Background: an optimization exercise with open tools, aiming at small area. Do not read the settings as production practice.
In this exercise RTL edits were held to simulation tests only and were not proved equivalent to the original.
No activity file was given, so power comes from the tool's default toggle rates.

Design synch_fifo, start of the top module:
module synch_fifo #(
    parameter   FIFO_WIDTH = 32,                       
    parameter   FIFO_DEPTH = 16,                       
    parameter   FIFO_PTR = 4                           
) (
    input       clk,                                   
    input       rst_n,                                 
    input       fifo_wren,                             
    input       fifo_rden,                             
    input       [FIFO_WIDTH-1:0] fifo_wrdata,          
    output      [FIFO_WIDTH-1:0] fifo_rddata,          
    output      fifo_full,                             
    output      fifo_empty,                            
    output      [FIFO_PTR:0] fifo_room_avail,          
    output      [FIFO_PTR:0] fifo_data_avail           
);
For scale: ~1,400 cells after synthesis, ~520 flip-flops, ~80 I/O pins, about 18,000 sq um of cells after synthesis.
==> flow/config.mk <==
export PLATFORM = sky130hd
export DESIGN_NAME = synch_fifo
export DESIGN_NICKNAME = synch_fifo
export VERILOG_FILES = /design/flow/design.v
export SDC_FILE = /design/flow/constraint.sdc
export NUM_CORES = 4
export LEC_CHECK = 0
export CAP_MARGIN = 20
export CORE_MARGIN = 2
export CORE_UTILIZATION = 40
export SLEW_MARGIN = 20
export SYNTH_HIERARCHICAL = 1
==> flow/constraint.sdc <==
create_clock -name core_clock -period 10.0 [get_ports {clk}]
set_input_delay 2.0000 -clock core_clock [delete_from_list [all_inputs] [get_ports {clk}]]
set_output_delay 2.0000 -clock core_clock [all_outputs]
set_load 0.01 [all_outputs]
standard.sh (not shown) runs the stock make flow with config.mk's settings and CLKGATE_MAP_FILE= SYNTH_SCRIPT=/design/flow/synth_recipe.tcl, a recipe that flattens the netlist after the stock synthesis.
==> flow/flow/run.sh <==
#!/bin/bash
# The standard layout, with smaller port buffers and no CTS dummy loads.
set -euo pipefail
export BUFFER_PORTS_ARGS="-buffer_cell sky130_fd_sc_hd__buf_1"
export CTS_ARGS="-sink_clustering_enable -repair_clock_nets -dont_use_dummy_load -buf_list sky130_fd_sc_hd__clkbuf_8 -sink_clustering_size 16 -sink_clustering_max_diameter 80"
bash standard.sh finish > standard.log 2>&1
Edit:
==> flow/flow/run.sh (replaced) <==
#!/bin/bash
# The standard layout, with smaller port buffers and no CTS dummy loads.
set -euo pipefail
export BUFFER_PORTS_ARGS="-buffer_cell sky130_fd_sc_hd__buf_1"
export CTS_ARGS="-sink_clustering_enable -repair_clock_nets -dont_use_dummy_load -buf_list sky130_fd_sc_hd__clkbuf_16 -sink_clustering_size 30 -sink_clustering_max_diameter 100"
bash standard.sh finish > standard.log 2>&1
--- a/flow/config.mk
+++ b/flow/config.mk
@@ -7,6 +7,6 @@
 export LEC_CHECK = 0
-export CAP_MARGIN = 20
+export CAP_MARGIN = 0
 export CORE_MARGIN = 2
-export CORE_UTILIZATION = 40
-export SLEW_MARGIN = 20
+export CORE_UTILIZATION = 60
+export SLEW_MARGIN = 0
 export SYNTH_HIERARCHICAL = 1
Effect:
- combinational power barely changes
- first-iteration DRC count increases by a few percent
- count of clock-buffer cells in the layout fell by 17
- wire length drops by a little under a tenth
- global-route usage increases by 7.1 points
- worst setup slack degrades by 0.10 ns
- power decreases slightly
- utilization is higher by 20 points
- clock skew increases by 0.026 ns

========
Another version of the RTL of synch_fifo (not shown whole).
Size: about 80 I/O pins, ~17000 um^2 of cells after synthesis.
Settings: LEC_CHECK=0, CAP_MARGIN=0, CORE_MARGIN=2, CORE_UTILIZATION=75, SLEW_MARGIN=0, SYNTH_HIERARCHICAL=1; clock period 10.0 ns.
==> flow/flow/run.sh <==
#!/bin/bash
# The standard layout, with smaller port buffers and no CTS dummy loads.
set -euo pipefail
export BUFFER_PORTS_ARGS="-buffer_cell sky130_fd_sc_hd__buf_1"
export CTS_ARGS="-sink_clustering_enable -repair_clock_nets -dont_use_dummy_load -buf_list sky130_fd_sc_hd__clkbuf_8 -sink_clustering_size 20 -sink_clustering_max_diameter 60"
bash standard.sh finish > standard.log 2>&1
The starting point went through all stages and came out clean.
Then changed:
==> flow/flow/run.sh (replaced) <==
#!/bin/bash
# The standard layout, with smaller port buffers and no CTS dummy loads.
set -euo pipefail
export BUFFER_PORTS_ARGS="-buffer_cell sky130_fd_sc_hd__buf_1"
export CTS_ARGS="-sink_clustering_enable -repair_clock_nets -dont_use_dummy_load -buf_list sky130_fd_sc_hd__clkbuf_4 -sink_clustering_size 10 -sink_clustering_max_diameter 50"
bash standard.sh finish > standard.log 2>&1
CORE_UTILIZATION = 60   (was 75)
=>
- The changed run completed with no timing, DRC or antenna violations
- total power goes down by 0.49%
- design area goes up by 0.79%
- worst hold slack degrades by 0.031 ns
- combinational power is about the same
- die area goes up by 24%
- wire length goes up by 1.2%
- clock power goes up by about 2%
- utilization goes down by 15 points
- final cell count goes up by 6.8%

## re-timing with driven ports
The results above use ideal ports. As a check the final layouts listed here were re-extracted and re-timed, cells and wires unchanged. Step 1 (the two cells are an assumption about what drives the block):
set clk [get_ports {clk}]
set_driving_cell -lib_cell sky130_fd_sc_hd__clkbuf_16 $clk
set_driving_cell -lib_cell sky130_fd_sc_hd__buf_2 [delete_from_list [all_inputs] $clk]
Step 2 times the ports against the registers' clock, not the clock port: input delays grow and output delays shrink by t, the midpoint of the rising clock arrivals with the driver on. Three values: no drivers, after step 1, after step 2; two values: the first two.
run | t (ns) | setup WS [ns] | slew at the worst register clock pin (ns) | worst data-port slew with drivers (ns)
the first run of note 1 | 0.623 | 4.690 / 4.638 / 5.148 | 0.10 / 0.10 | 0.12
the second run of note 1 | 0.579 | 4.585 / 4.533 / 4.413 | 0.11 / 0.11 | 0.05
the first run of note 2 | 0.647 | 4.358 / 4.314 / 4.648 | 0.12 / 0.12 | 0.03
the second run of note 2 | 0.758 | 4.366 / 4.321 / 4.913 | 0.12 / 0.12 | 0.03
After both steps every run listed still meets setup and hold. For the second run of note 1, which loses most, drivers alone change the setup slack by -0.052 ns; drivers and shift together by -0.172 ns.
